What follows belongs to an exercise in optimizing a design on an open flow for small area, a short achievable clock period and few clock cycles per item; a production flow would make more cautious choices.
The RTL was checked by simulation tests, not by an equivalence proof against the original design.

===== design/flow/flow/run.sh =====
#!/bin/bash
# Standard synthesis, then the standard ORFS layout steps with repair_timing
# aiming at a shorter period than the constraint (which stays as it is), and
# port buffers of a plain buffer cell.
set -euo pipefail
MARGIN=16.1
bash standard.sh synth > synth.log 2>&1
bash standard.sh SETUP_SLACK_MARGIN=$MARGIN SKIP_BUFFER_REMOVAL=1 \
    "BUFFER_PORTS_ARGS=-inputs -outputs -buffer_cell sky130_fd_sc_hd__buf_4" \
    floorplan place cts route finish > layout.log 2>&1

===== design/flow/constraint.sdc =====
create_clock -name core_clock -period 22.0 [get_ports {avm_clk}]
set_input_delay 4.4000 -clock core_clock [delete_from_list [all_inputs] [get_ports {avm_clk}]]
set_output_delay 4.4000 -clock core_clock [all_outputs]
set_load 0.01 [all_outputs]

===== design/flow/standard.sh =====
#!/bin/bash
# synth_recipe.tcl (not shown) runs the flow's synth.tcl, then flattens the netlist and writes it again
# the make line also repeats each setting of config.mk as NAME=value (left out here)
make -C /OpenROAD-flow-scripts/flow DESIGN_CONFIG=/design/flow/config.mk WORK_HOME=/design/flow/orfs CLKGATE_MAP_FILE= SYNTH_SCRIPT=/design/flow/synth_recipe.tcl "${@:-finish}"

===== design/flow/design.v =====
module Rsa256Core #(
	parameter R  = 6,
	parameter NT = 262,           
	parameter WB = 263,           
	parameter WS = 264            
)(
	input  [WS-1:0] i_scf,
	input  [WS-1:0] i_ssf,
	input           i_cin,
	input  [R-1:0]  i_a,          
	input  [R-1:0]  i_ab,         
	input  [WB-1:0] i_b,
	input  [NT-1:0] i_nt,
	output [WS-1:0] o_scf,
	output [WS-1:0] o_ssf,
	output          o_cin
);
localparam W = WS + R;        
wire [R-1:0] q0s, q0c, q;
wire [3*R-1:0] q0rows = {~i_scf[R-1:0], ~i_ssf[R-1:0], i_ab};
CsaTree #(.W(R), .N(3), .CIN(1), .FILL(0)) qtree (.rows(q0rows), .cin(i_cin), .o_s(q0s), .o_c(q0c));
BkAdd #(.W(R)) qadd (.a(q0s), .b(q0c), .ci(1'b0), .s(q), .co());
wire [(R+2)*W-1:0] rows1;
assign rows1[0 +: W] = {{R{1'b1}}, i_scf};
assign rows1[W +: W] = {{R{1'b1}}, i_ssf};
genvar j;
generate for (j = 0; j < R; j = j + 1) begin : g_pp
	wire [WB-1:0] pp = ~(i_b & {WB{i_a[j]}});
	if (j == 0) begin : g0
		assign rows1[(j+2)*W +: W] = {{(W-WB){1'b1}}, pp};
	end else begin : gj
		assign rows1[(j+2)*W +: W] = {{(W-WB-j){1'b1}}, pp, {j{1'b1}}};
	end
end endgenerate
wire [W-1:0] u1, v1;
CsaTree #(.W(W), .N(R+2), .CIN(1), .FILL(1)) tree1 (.rows(rows1), .cin(~i_cin), .o_s(u1), .o_c(v1));
wire [(R+2)*W-1:0] rows2;
generate for (j = 0; j < R; j = j + 1) begin : g_qn
	wire [NT-1:0] pp = ~(i_nt & {NT{q[j]}});
	if (j == 0) begin : g0
		assign rows2[j*W +: W] = {{(W-NT){1'b1}}, pp};
	end else begin : gj
		assign rows2[j*W +: W] = {{(W-NT-j){1'b1}}, pp, {j{1'b1}}};
	end
end endgenerate
assign rows2[R*W +: W]     = u1;
assign rows2[(R+1)*W +: W] = v1;
wire [W-1:0] u, v;
CsaTree #(.W(W), .N(R+2), .CIN(0), .FILL(1)) tree2 (.rows(rows2), .cin(1'b1), .o_s(u), .o_c(v));
assign o_scf = u[W-1:R];
assign o_ssf = v[W-1:R];
assign o_cin = ~&{u[R-1:0], v[R-1:0]};
endmodule
module CsaTree #(
	parameter W    = 8,
	parameter N    = 3,
	parameter CIN  = 0,
	parameter FILL = 0
)(
	input  [N*W-1:0] rows,
	input            cin,
	output [W-1:0]   o_s,
	output [W-1:0]   o_c
);
function automatic integer nrows(input integer n, input integer l);
	integer k, i;
	begin
		k = n;
		for (i = 0; i < l; i = i + 1) k = (k / 3) * 2 + (k % 3);
		nrows = k;
	end
endfunction
function automatic integer nlevels(input integer n);
	integer k, l, i;
	begin
		k = n;
		l = 0;
		for (i = 0; i < 32; i = i + 1) if (k > 2) begin k = (k / 3) * 2 + (k % 3); l = l + 1; end
		nlevels = l;
	end
endfunction
localparam L = nlevels(N);
wire [(L+1)*N*W-1:0] r;
genvar i, g;
generate
	assign r[0 +: N*W] = rows;
	for (i = 0; i < L; i = i + 1) begin : g_lvl
		localparam NI = nrows(N, i);
		localparam NG = NI / 3;
		for (g = 0; g < NI - 3 * NG; g = g + 1) begin : g_pass
			assign r[((i+1)*N + g)*W +: W] = r[(i*N + 3*NG + g)*W +: W];
		end
		for (g = 0; g < NG; g = g + 1) begin : g_grp
			wire [W-1:0] c;
			CsaRow #(.W(W)) row (
				.x(r[(i*N + 3*g)*W +: W]),
				.y(r[(i*N + 3*g + 1)*W +: W]),
				.z(r[(i*N + 3*g + 2)*W +: W]),
				.s(r[((i+1)*N + NI - 3*NG + 2*g)*W +: W]),
				.c(c)
			);
			if (CIN && i == 0 && g == 0) begin : g_cin
				assign r[((i+1)*N + NI - 3*NG + 2*g + 1)*W +: W] = {c[W-2:0], cin};
			end else begin : g_nocin
				assign r[((i+1)*N + NI - 3*NG + 2*g + 1)*W +: W] = {c[W-2:0], FILL[0]};
			end
		end
		for (g = NI - NG; g < N; g = g + 1) begin : g_fill
			assign r[((i+1)*N + g)*W +: W] = {W{1'b0}};
		end
	end
endgenerate
assign o_s = r[(L*N)*W +: W];
assign o_c = r[(L*N + 1)*W +: W];
endmodule
module CsaRow #(
	parameter W = 8
)(
	input  [W-1:0] x,
	input  [W-1:0] y,
	input  [W-1:0] z,
	output [W-1:0] s,
	output [W-1:0] c
);
assign s = x ^ y ^ z;
assign c = (x & y) | (x & z) | (y & z);
endmodule
module BkAdd #(
	parameter W = 8
)(
	input  [W-1:0] a,
	input  [W-1:0] b,
	input          ci,
	output [W-1:0] s,
	output         co
);
function automatic integer clog2(input integer x);
	integer n, i;
	begin
		n = 0;
		for (i = 0; i < 31; i = i + 1) if ((1 << i) < x) n = i + 1;
		clog2 = n;
	end
endfunction
localparam L = clog2(W + 1);
wire [(2*L)*(W+1)-1:0] g;
wire [(2*L)*(W+1)-1:0] p;
assign g[0 +: W+1] = {a & b, ci};
assign p[0 +: W+1] = {a ^ b, 1'b0};
genvar lv, j;
generate
	for (lv = 0; lv < L; lv = lv + 1) begin : up
		for (j = 0; j <= W; j = j + 1) begin : b
			if ((j + 1) % (2 << lv) == 0) begin : op
				assign g[(lv+1)*(W+1) + j] = g[lv*(W+1) + j] | (p[lv*(W+1) + j] & g[lv*(W+1) + j - (1 << lv)]);
				assign p[(lv+1)*(W+1) + j] = p[lv*(W+1) + j] & p[lv*(W+1) + j - (1 << lv)];
			end else begin : pass
				assign g[(lv+1)*(W+1) + j] = g[lv*(W+1) + j];
				assign p[(lv+1)*(W+1) + j] = p[lv*(W+1) + j];
			end
		end
	end
	for (lv = L - 2; lv >= 0; lv = lv - 1) begin : dn
		for (j = 0; j <= W; j = j + 1) begin : b
			if ((j + 1) % (2 << lv) == (1 << lv) && j + 1 > (2 << lv)) begin : op
				assign g[(2*L-1-lv)*(W+1) + j] = g[(2*L-2-lv)*(W+1) + j] | (p[(2*L-2-lv)*(W+1) + j] & g[(2*L-2-lv)*(W+1) + j - (1 << lv)]);
				assign p[(2*L-1-lv)*(W+1) + j] = p[(2*L-2-lv)*(W+1) + j] & p[(2*L-2-lv)*(W+1) + j - (1 << lv)];
			end else begin : pass
				assign g[(2*L-1-lv)*(W+1) + j] = g[(2*L-2-lv)*(W+1) + j];
				assign p[(2*L-1-lv)*(W+1) + j] = p[(2*L-2-lv)*(W+1) + j];
			end
		end
	end
endgenerate
wire [W:0] c = g[(2*L-1)*(W+1) +: W+1];
assign s  = p[W:1] ^ c[W-1:0];
assign co = c[W];
endmodule
module MulLo #(
	parameter W = 6
)(
	input  [W-1:0] a,
	input  [W-1:0] b,
	output [W-1:0] p
);
wire [W*W-1:0] rows;
genvar j;
generate for (j = 0; j < W; j = j + 1) begin : g_pp
	assign rows[j*W +: W] = a[j] ? (b << j) : {W{1'b0}};
end endgenerate
wire [W-1:0] s, c;
CsaTree #(.W(W), .N(W), .CIN(0), .FILL(0)) tree (.rows(rows), .cin(1'b0), .o_s(s), .o_c(c));
BkAdd #(.W(W)) add (.a(s), .b(c), .ci(1'b0), .s(p), .co());
endmodule
module Rsa256Wrapper (
    input         avm_rst,
    input         avm_clk,
    output  [4:0] avm_address,
    output        avm_read,
    input  [31:0] avm_readdata,
    output        avm_write,
    output [31:0] avm_writedata,
    input         avm_waitrequest
);
localparam R  = 6;                           
localparam NT = 256 + R;                     
localparam WB = NT + 1;                      
localparam WS = NT + 2;                      
localparam M  = (WS + R - 1) / R;            
localparam K  = R * M;                       
localparam RX_BASE     = 5'd0;
localparam TX_BASE     = 5'd4;
localparam STATUS_BASE = 5'd8;
localparam S_RXS   = 0;    
localparam S_RXD   = 1;    
localparam S_WAIT  = 2;    
localparam S_NT0   = 3;    
localparam S_NTA   = 4;    
localparam S_NTB   = 5;    
localparam S_DBLA  = 6;    
localparam S_DBLB  = 7;    
localparam S_SCAN  = 8;    
localparam S_MONT  = 9;    
localparam S_CONV  = 10;   
localparam S_FINAL = 11;   
localparam S_TXS   = 12;   
localparam S_TXD   = 13;   
localparam NS      = 14;
logic [NS-1:0] st;
logic         rd_r, wr_r;            
logic [4:0]   addr_r;
logic         rd_n, wr_n;
logic [4:0]   addr_n;
logic [8:0]   cnt;
logic [8:0]   bitcnt;
logic         keyed, started, mulflag, fr;
logic         op_sqr, op_mul, op_fin;    
logic         shp, shk;                  
logic [255:0] N, D;
logic [256:0] Q;                         
logic [K-1:0] Cm;                        
logic [WB-1:0] X;
logic [7:0]   txb, rxb;
logic [R-1:0] ad, ab, dn;               
logic [WS-1:0] Scf, Ssf;                 
logic         cin;
assign avm_address   = addr_r;
assign avm_read      = rd_r;
assign avm_write     = wr_r;
assign avm_writedata = {24'd0, txb};
wire done = !avm_waitrequest;
wire [NT-1:0] Nt = {Q[NT-R:0], {(R-1){1'b1}}};
wire [WS-1:0] t_scf, t_ssf;
wire          t_cin;
Rsa256Core #(.R(R), .NT(NT), .WB(WB), .WS(WS)) step (
    .i_scf(Scf), .i_ssf(Ssf), .i_cin(cin), .i_a(ad), .i_ab(ab),
    .i_b(X), .i_nt(Nt),
    .o_scf(t_scf), .o_ssf(t_ssf), .o_cin(t_cin)
);
wire [WS-1:0] nsum;
BkAdd #(.W(WS)) add (.a(Scf), .b(Ssf), .ci(~cin), .s(nsum), .co());
wire [WS-1:0] sum = ~nsum;
wire          ge  = ~sum[WS-1];
logic [WB-1:0] X_next;
always_comb begin
    X_next = X;
    if (shp) X_next = {{(WB-256){1'b0}}, X[247:0], rxb};
    if (st[S_CONV]) X_next = sum[WB-1:0];
    if (st[S_DBLB]) X_next = ge ? sum[WB-1:0] : ~Scf[WB-1:0];
end
wire [K-1:0]  Xp = {{(K-WB){1'b0}}, X};
wire [6:0]    didx = cnt[6:0] + 7'd2;
logic [R-1:0] xdig;
always_comb begin
    xdig = '0;
    for (int i = 2; i < M; i++)
        if (didx == i) xdig = Xp[i*R +: R];
end
wire [R-1:0] dn_next = st[S_MONT] ? xdig : st[S_CONV] ? sum[2*R-1:R] : X[2*R-1:R];
wire conv_mul = op_sqr && mulflag;       
logic [R-1:0] ad_next;
always_comb begin
    ad_next = '0;
    if (st[S_MONT] && op_sqr) ad_next = dn;
    if (st[S_MONT] && op_mul) ad_next = Cm[2*R-1:R];
    if (st[S_CONV])  ad_next = conv_mul ? Cm[R-1:0] : sum[R-1:0];
    if (st[S_SCAN])  ad_next = X[R-1:0];
    if (st[S_FINAL]) ad_next = {{(R-1){1'b0}}, 1'b1};
end
wire [R-1:0] b_lo = st[S_CONV] ? sum[R-1:0] : X[R-1:0];
wire [R-1:0] ab_next;
MulLo #(.W(R)) mul_ab (.a(ad_next), .b(b_lo), .p(ab_next));
wire ntlast = (cnt == R - 1);
always_ff @(posedge avm_clk) begin
    X   <= X_next;
    rxb <= avm_readdata[7:0];
    ad  <= ad_next;
    ab  <= ab_next;
    dn  <= dn_next;
    if (shp || (st[S_DBLB] && fr)) txb <= X_next[R+247 -: 8];
    if (st[S_MONT]) begin
        Scf <= t_scf;
        Ssf <= t_ssf;
        cin <= t_cin;
    end else if (st[S_DBLA]) begin
        Scf <= ~{X[WS-2:0], 1'b0};
        Ssf <= fr ? {{(WS-256-R){1'b0}}, N, {R{1'b0}}} : {{(WS-256){1'b0}}, N};
        cin <= 1'b1;
    end else if (st[S_NTA]) begin
        Scf <= ~{{(WS-257){1'b0}}, Q};
        Ssf <= Q[0] ? '1 : ~{{(WS-256){1'b0}}, N};
        cin <= 1'b0;
    end else begin
        Scf <= '1;
        Ssf <= '1;
        cin <= st[S_FINAL] && !started;
    end
    if (st[S_NT0])
        Q <= {2'b0, N[255:1]};
    else if (st[S_NTB])
        Q <= ntlast ? sum[256:0] : {1'b0, sum[256:1]};
    if (shk) begin
        D <= {D[247:0], X[255:248]};
        N <= {N[247:0], D[255:248]};
    end else if ((st[S_SCAN] || (st[S_CONV] && !conv_mul && !op_fin)) && bitcnt != 9'd256) begin
        D <= {D[254:0], D[255]};
    end
    if (st[S_SCAN] && !started)
        Cm <= Xp;
    else if (st[S_MONT] && op_mul)
        Cm <= {Cm[R-1:0], Cm[K-1:R]};
end
always_comb begin
    rd_n   = rd_r;
    wr_n   = wr_r;
    addr_n = addr_r;
    if (st[S_RXS] && done && avm_readdata[7]) addr_n = RX_BASE;
    if (st[S_RXD] && done) begin
        if (cnt == (keyed ? 9'd31 : 9'd95)) rd_n = 1'b0;
        else addr_n = STATUS_BASE;
    end
    if (st[S_DBLB] && fr && cnt == R - 1) begin
        rd_n   = 1'b1;
        addr_n = STATUS_BASE;
    end
    if (st[S_TXS] && done && avm_readdata[6]) begin
        rd_n   = 1'b0;
        wr_n   = 1'b1;
        addr_n = TX_BASE;
    end
    if (st[S_TXD] && done) begin
        rd_n   = 1'b1;
        wr_n   = 1'b0;
        addr_n = STATUS_BASE;
    end
end
always_ff @(posedge avm_clk) begin
    rd_r   <= avm_rst ? 1'b1 : rd_n;
    wr_r   <= avm_rst ? 1'b0 : wr_n;
    addr_r <= avm_rst ? STATUS_BASE : addr_n;
end
always_ff @(posedge avm_clk or posedge avm_rst) begin
    if (avm_rst) begin
        st      <= 1 << S_RXS;
        cnt     <= 9'd0;
        bitcnt  <= 9'd0;
        keyed   <= 1'b0;
        started <= 1'b0;
        mulflag <= 1'b0;
        fr      <= 1'b0;
        op_sqr  <= 1'b0;
        op_mul  <= 1'b0;
        op_fin  <= 1'b0;
        shp     <= 1'b0;
        shk     <= 1'b0;
    end else begin
        shp <= (st[S_RXD] || st[S_TXD]) && done;
        shk <= st[S_RXD] && done && !keyed;
        if (st[S_RXS] && done && avm_readdata[7]) begin
            st     <= 1 << S_RXD;
        end
        if (st[S_RXD] && done) begin
            cnt <= cnt + 9'd1;
            if (cnt == (keyed ? 9'd31 : 9'd95)) begin
                keyed <= 1'b1;
                cnt   <= 9'd0;
                st    <= 1 << S_WAIT;
            end else begin
                st     <= 1 << S_RXS;
            end
        end
        if (st[S_WAIT]) begin
            cnt <= 9'd1;
            st  <= 1 << S_NT0;
        end
        if (st[S_NT0]) st <= 1 << S_NTA;
        if (st[S_NTA]) st <= 1 << S_NTB;
        if (st[S_NTB]) begin
            cnt <= cnt + 9'd1;
            if (ntlast) begin
                cnt <= 9'd0;
                fr  <= 1'b0;
                st  <= 1 << S_DBLA;
            end else begin
                st  <= 1 << S_NTA;
            end
        end
        if (st[S_DBLA]) st <= 1 << S_DBLB;
        if (st[S_DBLB]) begin
            cnt <= cnt + 9'd1;
            if (fr && cnt == R - 1) begin
                cnt    <= 9'd0;
                st     <= 1 << S_TXS;
            end else if (!fr && cnt == K - 1) begin
                cnt     <= 9'd0;
                bitcnt  <= 9'd0;
                started <= 1'b0;
                st      <= 1 << S_SCAN;
            end else begin
                st      <= 1 << S_DBLA;
            end
        end
        if (st[S_SCAN]) begin
            if (bitcnt == 9'd256) begin
                st <= 1 << S_FINAL;
            end else begin
                bitcnt <= bitcnt + 9'd1;
                if (!started) begin
                    started <= D[255];
                end else begin
                    mulflag <= D[255];
                    op_sqr  <= 1'b1;
                    op_mul  <= 1'b0;
                    op_fin  <= 1'b0;
                    cnt     <= 9'd0;
                    st      <= 1 << S_MONT;
                end
            end
        end
        if (st[S_MONT]) begin
            cnt <= cnt + 9'd1;
            if (cnt == M - 1) begin
                cnt <= 9'd0;
                st  <= 1 << S_CONV;
            end
        end
        if (st[S_CONV]) begin
            if (conv_mul) begin
                op_sqr <= 1'b0;
                op_mul <= 1'b1;
                st     <= 1 << S_MONT;
            end else if (op_fin) begin
                fr <= 1'b1;
                st <= 1 << S_DBLA;
            end else if (bitcnt == 9'd256) begin
                st <= 1 << S_FINAL;
            end else begin
                bitcnt  <= bitcnt + 9'd1;
                mulflag <= D[255];
                op_sqr  <= 1'b1;
                op_mul  <= 1'b0;
                st      <= 1 << S_MONT;
            end
        end
        if (st[S_FINAL]) begin
            op_sqr <= 1'b0;
            op_mul <= 1'b0;
            op_fin <= 1'b1;
            st     <= started ? (1 << S_MONT) : (1 << S_CONV);
        end
        if (st[S_TXS] && done && avm_readdata[6]) begin
            st     <= 1 << S_TXD;
        end
        if (st[S_TXD] && done) begin
            cnt    <= cnt + 9'd1;
            if (cnt == 9'd30) begin
                cnt <= 9'd0;
                st  <= 1 << S_RXS;
            end else begin
                st  <= 1 << S_TXS;
            end
        end
    end
end
endmodule

===== design/flow/config.mk =====
export PLATFORM = sky130hd
export DESIGN_NAME = Rsa256Wrapper
export DESIGN_NICKNAME = Rsa256Wrapper
export VERILOG_FILES = /design/flow/design.v
export SDC_FILE = /design/flow/constraint.sdc
export NUM_CORES = 8
export LEC_CHECK = 0
export CAP_MARGIN = 20
export CORE_MARGIN = 2
export CORE_UTILIZATION = 40
export SETUP_SLACK_MARGIN = 1.0
export SLEW_MARGIN = 20
export SYNTH_HIERARCHICAL = 1

==> run summary <==
[timing repair]
item	CTS	global route
endpoints found under the setup margin	858	716
resized for setup	126	53
gates cloned	20	3
pin swaps	8	9
hold endpoints to repair	0	0
buffers inserted	26	21
[metrics by stage]
stage | setup slack [ps] | std cells
finish | 16040 | 22000
global route | 16010 | 22000
CTS | 15950 | 22000
detailed placement | 13920 | 21500
global placement | 14000 | 21500
floorplan | 16130 | 16400
[registers in the layout, summed over array words and instances, names as in the netlist, 6 cells and up]
register,count
Q,257
rxb,8
Scf,264
bitcnt,9
Ssf,264
D,256
dn,6
st,14
cnt,9
txb,8
X,263
N,256
ab,6
Cm,264
ad,6
[routing by layer]
layer	routed length, µm	vias up	GRT usage
li1	-	53900	-
met1	241000	69600	0.359
met2	282000	7220	0.423
met3	63900	1307	0.0672
met4	27600	16	0.105
met5	285	-	0.00213
[placed cells by master, fill, tap and decap left out, drive strengths merged, types with 59 or more instances in the layout]
cell / n
a21oi: 235
mux2i: 502
nand2: 5177
mux2: 278
xor2: 91
fa: 3411
a21o: 596
a22oi: 253
nor2: 184
buf: 284
a221oi: 541
clkbuf: 281
inv: 270
ha: 277
dfxtp: 573
o21ai: 706
nand3: 61
nand4: 59
clkinv: 93
conb: 188
edfxtp: 1293
[final timing paths]
check	start	endpoint	slack (ps)	depth (start not counted)
min in group asynchronous	avm_rst	st[12]	3730	2
setup reg to reg	ad[0]	Scf[114]	16160	10
setup / recovery	txb[1]	avm_writedata[1]	16040	1
max in group asynchronous	avm_rst	shk	17530	2
hold / removal	addr_r[1]	addr_r[1]	430	2
hold reg to reg	addr_r[1]	addr_r[1]	430	2
[final cells by class]
type                            count  area [µm²]  share of cell area
Timing Repair inverter             10         130            0.000670
Sequential cell                  1907       51400               0.265
Clock buffer                      279        6070              0.0312
Inverter                          261        1050             0.00541
Antenna cell                       10        25.0            0.000129
Tap cell                         5928        7420              0.0382
Clock inverter                    143        1810             0.00929
Multi-Input combinational cell  13200      123000               0.633
Timing Repair Buffer              291        3380              0.0174
[worst reg2reg max path, cell delays in order (launching register included)]
cell,delay [ps]
dfxtp_4,700
buf_16,540
nand2_1,580
fa_1,520
fa_1,560
fa_1,460
fa_1,610
fa_1,460
fa_1,500
fa_1,540
a21o_1,200
==> results by group <==
STA
  • # setup viols final: 0
  • Final slew viol count: 0
  • RSZ-0062 raised after global routing: true
  • Setup TNS: 0 ps
  • Final Skew: 94.5 ps
  • Fmax: 0.168 GHz
  • Least-Margin Pin Slew: 1260 ps
  • Slew Limit Headroom: 0.161
  • Min Tclk post-route: 5960 ps
  • Final Cycle Share: 0.271
  • Final hold violations: 0
  • Fin Hold WS: 432 ps

Setup path
  • Max incr delay on CP: 420 ps
  • Setup CP Type: register to primary output
  • Setup crit start kind: register
  • Critical path data required time: 17600 ps
  • Top cell family by delay on the critical path: flip-flops
  • CP Max Fanout: 1
  • Slowest-stage cell, CP: edfxtp_1
  • WP data arrival: 1560 ps
  • Crit path buffers/inverters: 1
  • Endpoint class of the critical path: primary output
  • CP Cell Sequence: buf_6

Routing
  • Antenna viol nets, final: 0
  • Initial DRC count: 14600
  • DRC Markers: 0
  • DR vias: 132000
  • Wire length per cell: 28.0 µm
  • Final Routed Wirelength: 615 mm
  • TritonRoute pass-1 iters: 9
  • Via density: 6.00

Global route
  • Gr usage total: 0.269
  • Congestion Overflow GR: 0
  • Largest net degree at the start of global routing: 179
  • Initial antenna violation count: 19
  • Vias in the first global route: 139000
  • First-pass GRT wire length: 921 mm

Placed design
  • Detail Placement HPWL: 403 mm
  • Placed inst area: 185000 µm²
  • PortBufs: 25
  • Placer Congestion: 0.931

CTS
  • Htree depth: 4
  • Root buf cell: clkbuf_16
  • CTS tree: built
  • Hold_buf cts: 0
  • Worst-Skew Late Latency: 1010 ps
  • Total CTS buffers: 229
  • Clk slew on worst S/H paths: 60 ps
  • Max Root-Sink Buffers: 4
  • Clock sinks: 1907

Run
  • Max-cap viol count: 0

Logic synthesis
  • Syn Inst Count: 16200
  • Synthesis warning total: 7
  • Avg Cell Area, Syn: 11.1 µm²
  • Synthesized area: 179000 µm²

Cells and area
  • Post-Layout Inst Area: 194000 µm²
  • Fillers: 41700
  • Fin nets: 19600
  • Syn-to-layout area delta: 8.40%
  • Core Util, Final: 0.436
  • Proportion of layout cells with a drive suffix above 1: 0.0664

Die
  • Die Wd: 673 µm
  • Starting Density: 0.402
  • I/O Pins: 74
  • Core area: 446000 µm²
  • Die area: 453000 µm²
  • Die H: 673 µm
  • # rows: 245

Run status
  • Status: no timing/DRC/antenna violations

Min path
  • HP Class: register to register
Testbench counts, summed over its fixed seeds: cycles 433,459, items 24.

==> re-timing with driven ports <==
The results above use ideal ports. As a check the final layout listed here was re-extracted and re-timed, cells and wires unchanged.
Step 1 sets driving cells, clkbuf_16 on the clock port and buf_2 on the other inputs (assumed; they add their load-dependent delay and slew).
Step 2, shift: input delay + t, output delay - t, t = (earliest + latest rising clock arrival at the registers) / 2. This alone moves slack from input paths to output paths.
Slacks: no drivers / after step 1 / after step 2; pairs: no drivers / after step 1.
shift t [ns]: 1.089
slack for setup (ns): 16.038 / 15.914 / 15.303
latest minus earliest clock arrival (ns): 0.098 / 0.098
worst data-port slew with drivers (ns): 0.25
pins driven straight from the clock port: 1
After both steps setup and hold are still met in this run. The setup slack of this run moves by -0.124 ns with the drivers and by -0.735 ns with both steps.
